This is an optimization exercise on Yosys and OpenROAD, whose aim is small area, not a production implementation.
No activity file was given, so power comes from the tool's default toggle rates.

==> inputs of trial 52 <==
==> flow/design.v <==
module controller(
    input en,
    input [4:0] addr,
    output [31:1] we
    );
genvar i;
generate
for (i = 1; i < 32; i = i + 1) begin : d
    assign we[i] = en & (addr == i);
end
endgenerate
endmodule
module register_set_32 #(parameter W = 16) (
    input [4:0] raddr,
    input [W*31-1:0] regs,     
    output [W-1:0] rdata
    );
wire [31:1] sel;
genvar i, b;
generate
for (i = 1; i < 32; i = i + 1) begin : d
    assign sel[i] = (raddr == i);
end
for (b = 0; b < W; b = b + 1) begin : bt
    wire [9:0] y;
    for (i = 0; i < 10; i = i + 1) begin : s
        MUX aoi(.a0(sel[3*i+1]), .b0(regs[W*(3*i)+b]),
                .a1(sel[3*i+2]), .b1(regs[W*(3*i+1)+b]),
                .a2(sel[3*i+3]), .b2(regs[W*(3*i+2)+b]),
                .y(y[i]));
    end
    assign rdata[b] = ~(&y) | (sel[31] & regs[W*30+b]);
end
endgenerate
endmodule
module MUX(
    input a0, b0,
    input a1, b1,
    input a2, b2,
    output y
    );
assign y = ~((a0 & b0) | (a1 & b1) | (a2 & b2));
endmodule
module ALU #(parameter N = 32) (
    input [N-1:0] a,
    input [N-1:0] b,
    input cin,
    output [N-1:0] s,
    output cout,
    output [N-1:0] p
    );
localparam L = 5;    
wire [N-1:0] g = a & b;
assign p = a ^ b;
reg [N-1:0] G, P;
integer l, i;
always @(*) begin
    G = g;
    P = p;
    G[0] = g[0] | (p[0] & cin);
    for (l = 0; l < L; l = l + 1)
        for (i = 0; i < N; i = i + 1)
            if (((i + 1) % (2 << l)) == 0) begin
                G[i] = G[i] | (P[i] & G[i - (1 << l)]);
                P[i] = P[i] & P[i - (1 << l)];
            end
    for (l = L - 2; l >= 0; l = l - 1)
        for (i = 0; i < N; i = i + 1)
            if (i >= (3 << l) - 1 && ((i + 1 - (3 << l)) % (2 << l)) == 0) begin
                G[i] = G[i] | (P[i] & G[i - (1 << l)]);
                P[i] = P[i] & P[i - (1 << l)];
            end
end
assign s = p ^ {G[N-2:0], cin};
assign cout = G[N-1];
endmodule
module next_addr(
    input [31:1] addr,
    input [31:0] instr,
    input jal,
    input taken,
    output [31:1] next_addr
    );
wire [31:1] immb = {{20{instr[31]}}, instr[7], instr[30:25], instr[11:8]};
wire [31:1] immj = {{12{instr[31]}}, instr[19:12], instr[20], instr[30:21]};
wire [31:1] inc  = taken ? (jal ? immj : immb) : 31'd2;
wire co;
wire [31:1] pp;
ALU #(.N(31)) add(.a(addr), .b(inc), .cin(1'b0), .s(next_addr), .cout(co), .p(pp));
endmodule
module riscv_top(
    input clk,
    input rst_n,
    output [31:0] imem_addr,
    input  [31:0] imem_data,
    output [31:0] dmem_addr,
    output [31:0] dmem_wdata,
    output        dmem_we,
    input  [31:0] dmem_rdata,
    output        wb_en,
    output [4:0]  wb_rd,
    output [31:0] wb_data
    );
wire [31:0] ins = imem_data;
wire [6:0] op = ins[6:0];
wire [2:0] f3 = ins[14:12];
wire [4:0] rs1 = ins[19:15];
wire [4:0] rs2 = ins[24:20];
wire [4:0] rd  = ins[11:7];
wire lo    = op[1] & op[0] & ~op[3];
wire Rtype = lo & ~op[6] &  op[5] &  op[4] & ~op[2];
wire Itype = lo & ~op[6] & ~op[5] &  op[4] & ~op[2];
wire lui   = lo & ~op[6] &  op[5] &  op[4] &  op[2];
wire load  = lo & ~op[6] & ~op[5] & ~op[4] & ~op[2];
wire store = lo & ~op[6] &  op[5] & ~op[4] & ~op[2];
wire beq   = lo &  op[6] &  op[5] & ~op[4] & ~op[2] & (f3 == 3'b000);
wire jal   = op[1] & op[0] & op[6] & op[5] & ~op[4] & op[3] & op[2];
wire [31:1] we_lo, we_hi;
controller wdec_lo(.en(wb_en), .addr(rd), .we(we_lo));
controller wdec_hi(.en(wb_en), .addr(rd), .we(we_hi));
wire [16*31-1:0] regs_lo, regs_hi;
genvar gi;
generate
for (gi = 1; gi < 32; gi = gi + 1) begin : rf
    reg [31:0] r;
    always @(posedge clk) begin
        if (we_lo[gi])
            r[15:0] <= wb_data[15:0];
        if (we_hi[gi])
            r[31:16] <= wb_data[31:16];
    end
    assign regs_lo[16*(gi-1) +: 16] = r[15:0];
    assign regs_hi[16*(gi-1) +: 16] = r[31:16];
end
endgenerate
wire [31:0] rdata1, rdata2;
register_set_32 rport1_lo(.raddr(rs1), .regs(regs_lo), .rdata(rdata1[15:0]));
register_set_32 rport1_hi(.raddr(rs1), .regs(regs_hi), .rdata(rdata1[31:16]));
register_set_32 rport2_lo(.raddr(rs2), .regs(regs_lo), .rdata(rdata2[15:0]));
register_set_32 rport2_hi(.raddr(rs2), .regs(regs_hi), .rdata(rdata2[31:16]));
wire b_rs2 = op[5] & (op[4] | op[6]);
wire st_imm = op[5] & ~op[4];
wire [31:0] imm_is = {{20{ins[31]}}, ins[31:25], st_imm ? ins[11:7] : ins[24:20]};
wire [31:0] alu_b = b_rs2 ? rdata2 : imm_is;
wire sub = op[4] & f3[1];
wire [31:0] sum, pr;
wire cout;
ALU #(.N(32)) alu(.a(rdata1), .b(alu_b ^ {32{sub}}), .cin(sub), .s(sum), .cout(cout), .p(pr));
wire ltu = ~cout;
wire lt  = ltu ^ rdata1[31] ^ alu_b[31];
wire eq  = ~|pr;         
wire s_ld  = ~op[4];
wire s_lui = op[4] & op[2];
wire s_ri  = op[4] & ~op[2];
wire s_add = s_ri & (f3 == 3'b000);
wire s_or  = s_ri & (f3 == 3'b110);
wire s_lt  = s_ri & ~f3[2] & f3[1];
assign wb_data = ({32{s_ld}}  & dmem_rdata)
               | ({32{s_lui}} & {ins[31:12], 12'b0})
               | ({32{s_add}} & sum)
               | ({32{s_or}}  & (rdata1 | alu_b))
               | {31'b0, s_lt & (f3[0] ? ltu : lt)};
reg  [31:0] pc_addr;
wire [31:1] pc_next;
next_addr next_addr_0(.addr(pc_addr[31:1]), .instr(ins), .jal(jal), .taken(jal | (beq & eq)),
                      .next_addr(pc_next));
always @(posedge clk or negedge rst_n)
    if (rst_n == 1'b0)
        pc_addr <= 32'b0;
    else
        pc_addr <= {pc_next, pc_addr[0]};
assign imem_addr  = pc_addr;
assign dmem_addr  = sum;
assign dmem_wdata = rdata2;
assign dmem_we    = store & rst_n;
assign wb_en      = (Rtype | Itype | lui | load) & rst_n & (rd != 5'b0);
assign wb_rd      = rd;
endmodule
==> flow/flow/run.sh <==
#!/bin/bash
# Own layout flow: the standard ORFS flow (standard.sh, unchanged synthesis),
# with small port buffers and a clock tree of clkbuf_8 without dummy loads.
set -euo pipefail
cd "$(dirname "$0")/.."
export BUFFER_PORTS_ARGS="-buffer_cell sky130_fd_sc_hd__buf_1"
export CTS_ARGS="-sink_clustering_enable -repair_clock_nets -dont_use_dummy_load -buf_list sky130_fd_sc_hd__clkbuf_8 -sink_clustering_size 16 -sink_clustering_max_diameter 60"
bash standard.sh finish > run_standard.log 2>&1
==> flow/standard.sh <==
#!/bin/bash
# synth_recipe.tcl (not shown) runs the flow's synth.tcl, then flattens the netlist and writes it again
# the make line also repeats each setting of config.mk as NAME=value (left out here)
make -C /OpenROAD-flow-scripts/flow DESIGN_CONFIG=/design/flow/config.mk WORK_HOME=/design/flow/orfs CLKGATE_MAP_FILE= SYNTH_SCRIPT=/design/flow/synth_recipe.tcl "${@:-finish}"
==> flow/config.mk <==
export PLATFORM = sky130hd
export DESIGN_NAME = riscv_top
export DESIGN_NICKNAME = riscv_top
export VERILOG_FILES = /design/flow/design.v
export SDC_FILE = /design/flow/constraint.sdc
export NUM_CORES = 4
export LEC_CHECK = 0
export CAP_MARGIN = 5
export CORE_MARGIN = 2
export CORE_UTILIZATION = 45
export PLACE_DENSITY = 0.65
export SLEW_MARGIN = 5
export SYNTH_HIERARCHICAL = 1
==> flow/constraint.sdc <==
create_clock -name core_clock -period 13.0 [get_ports {clk}]
set_input_delay 2.6000 -clock core_clock [delete_from_list [all_inputs] [get_ports {clk}]]
set_output_delay 2.6000 -clock core_clock [all_outputs]
set_load 0.01 [all_outputs]
==> inputs of trial 49, as changes to trial 52 <==
==> flow/design.v, changed modules only <==
module register_set_32(
    input [4:0] raddr,
    input [32*31-1:0] regs,    
    output [31:0] rdata
    );
wire [31:1] sel;
genvar i, b;
generate
for (i = 1; i < 32; i = i + 1) begin : d
    assign sel[i] = (raddr == i);
end
for (b = 0; b < 32; b = b + 1) begin : bt
    wire [9:0] y;
    for (i = 0; i < 10; i = i + 1) begin : s
        MUX aoi(.a0(sel[3*i+1]), .b0(regs[32*(3*i)+b]),
                .a1(sel[3*i+2]), .b1(regs[32*(3*i+1)+b]),
                .a2(sel[3*i+3]), .b2(regs[32*(3*i+2)+b]),
                .y(y[i]));
    end
    assign rdata[b] = ~(&y) | (sel[31] & regs[32*30+b]);
end
endgenerate
endmodule
module pc(
    input clk,
    input rst_n,
    input [31:1] next_addr,
    output [31:0] addr
    );
reg [31:1] q;
always @(posedge clk or negedge rst_n)
begin
    if(rst_n == 1'b0)
        q <= 31'b0;
    else
        q <= next_addr;
end
assign addr = {q, 1'b0};
endmodule
module riscv_top(
    input clk,
    input rst_n,
    output [31:0] imem_addr,
    input  [31:0] imem_data,
    output [31:0] dmem_addr,
    output [31:0] dmem_wdata,
    output        dmem_we,
    input  [31:0] dmem_rdata,
    output        wb_en,
    output [4:0]  wb_rd,
    output [31:0] wb_data
    );
wire [31:0] ins = imem_data;
wire [6:0] op = ins[6:0];
wire [2:0] f3 = ins[14:12];
wire [4:0] rs1 = ins[19:15];
wire [4:0] rs2 = ins[24:20];
wire [4:0] rd  = ins[11:7];
wire lo    = op[1] & op[0] & ~op[3];
wire Rtype = lo & ~op[6] &  op[5] &  op[4] & ~op[2];
wire Itype = lo & ~op[6] & ~op[5] &  op[4] & ~op[2];
wire lui   = lo & ~op[6] &  op[5] &  op[4] &  op[2];
wire load  = lo & ~op[6] & ~op[5] & ~op[4] & ~op[2];
wire store = lo & ~op[6] &  op[5] & ~op[4] & ~op[2];
wire beq   = lo &  op[6] &  op[5] & ~op[4] & ~op[2] & (f3 == 3'b000);
wire jal   = op[1] & op[0] & op[6] & op[5] & ~op[4] & op[3] & op[2];
wire [32*31-1:0] regs;
genvar gi;
generate
for (gi = 1; gi < 32; gi = gi + 1) begin : rf
    reg [31:0] r;
    always @(posedge clk)
        if (wb_en && rd == gi)
            r <= wb_data;
    assign regs[32*(gi-1) +: 32] = r;
end
endgenerate
wire [31:0] rdata1, rdata2;
register_set_32 rport1(.raddr(rs1), .regs(regs), .rdata(rdata1));
register_set_32 rport2(.raddr(rs2), .regs(regs), .rdata(rdata2));
wire b_rs2 = op[5] & (op[4] | op[6]);
wire st_imm = op[5] & ~op[4];
wire [31:0] imm_is = {{20{ins[31]}}, ins[31:25], st_imm ? ins[11:7] : ins[24:20]};
wire [31:0] alu_b = b_rs2 ? rdata2 : imm_is;
wire sub = op[4] & f3[1];
wire [31:0] sum, pr;
wire cout;
ALU #(.N(32)) alu(.a(rdata1), .b(alu_b ^ {32{sub}}), .cin(sub), .s(sum), .cout(cout), .p(pr));
wire ltu = ~cout;
wire lt  = ltu ^ rdata1[31] ^ alu_b[31];
wire eq  = ~|pr;         
wire s_ld  = ~op[4];
wire s_lui = op[4] & op[2];
wire s_ri  = op[4] & ~op[2];
wire s_add = s_ri & (f3 == 3'b000);
wire s_or  = s_ri & (f3 == 3'b110);
wire s_lt  = s_ri & ~f3[2] & f3[1];
assign wb_data = ({32{s_ld}}  & dmem_rdata)
               | ({32{s_lui}} & {ins[31:12], 12'b0})
               | ({32{s_add}} & sum)
               | ({32{s_or}}  & (rdata1 | alu_b))
               | {31'b0, s_lt & (f3[0] ? ltu : lt)};
wire [31:0] pc_addr;
wire [31:1] pc_next;
next_addr next_addr_0(.addr(pc_addr[31:1]), .instr(ins), .jal(jal), .taken(jal | (beq & eq)),
                      .next_addr(pc_next));
pc pc_0(.clk(clk), .rst_n(rst_n), .next_addr(pc_next), .addr(pc_addr));
assign imem_addr  = pc_addr;
assign dmem_addr  = sum;
assign dmem_wdata = rdata2;
assign dmem_we    = store & rst_n;
assign wb_en      = (Rtype | Itype | lui | load) & rst_n & (rd != 5'b0);
assign wb_rd      = rd;
endmodule
// module controller removed
==> Flow_metrics.wiki <==
{| class="wikitable"
! Metric !! Value
|-
| Combinational group power || between 0.001 and 0.0015 W
|-
| Total half-perimeter wirelength after legalization and detailed placement || ~120 mm
|-
| Global Route Usage Sum || between 30% and 40%
|-
| TritonCTS buffer count || 83
|-
| Design Power || about 0.0064 W
|-
| Length of routed wiring on met1 || 62.0 mm
|-
| Signal buffers || ~350
|-
| Fraction of the cycle the final worst path needs || 96.7%
|-
| Net switching power figure || 0.00186 W
|-
| Status || timing/DRC/antenna clean
|-
| Final period demand of the worst path || approximately 13 ns
|-
| Final worst slack || roughly 0.43 ns
|-
| Floorplan Core Area || just under 100000 um2
|-
| End of the worst register-to-register path || pc_0.q[21]$_DFF_PN0_
|-
| CTS clk-pin slew, worst paths || ~0.08 ns
|-
| Highest Clock Rate || 79.6 MHz
|-
| Worst IR drop on VDD || about 0.077 mV
|}
-- figures above: trial 49

==> Flow_metrics.wiki <==
{| class="wikitable"
! Metric !! Value
|-
| Status || timing/DRC/antenna clean
|-
| Worst IR drop on VDD || between 0.08 and 0.09 mV
|-
| Final worst slack || 0.796 ns
|-
| Floorplan Core Area || between 90000 and 100000 um2
|-
| Total half-perimeter wirelength after legalization and detailed placement || between 100 and 150 mm
|-
| Fraction of the cycle the final worst path needs || 93.9%
|-
| Global Route Usage Sum || between 30% and 40%
|-
| TritonCTS buffer count || 95
|-
| Design Power || 0.00653 W
|-
| Combinational group power || ~0.0011 W
|-
| Signal buffers || ~410
|-
| Net switching power figure || 0.00188 W
|}
-- figures above: trial 52

No functional check of the RTL was part of any run of this note.

afterwards: timing with drivers on the ports:
How much do the figures lean on ideal ports? The routed layouts below were timed once more, with nothing changed but the port constraints. Step 1, drivers: a clkbuf_16 drives clk and a buf_2 each remaining input, both assumed. Step 2 adds t to the input delays and takes it off the output delays; t is the mean of the earliest and latest rising clock arrival at the registers after step 1. Input paths then give back, and output paths get back, about the clock's delay inside the block. a / b / c = ideal ports / drivers / drivers and shift; a / b = the first two.
run	shift t [ns]	slack for setup (ns)	hold slack, ns	worst setup path at the end
trial 52	0.833	0.796 / 0.764 / 0.764	0.595 / 0.595 / 0.595	input to output
trial 49	0.804	0.433 / 0.396 / 0.396	0.580 / 0.580 / 0.580	input to output
After both steps setup and hold are still met in every run listed. For trial 49, which loses most, drivers alone change the setup slack by -0.037 ns; drivers and shift together by -0.037 ns.
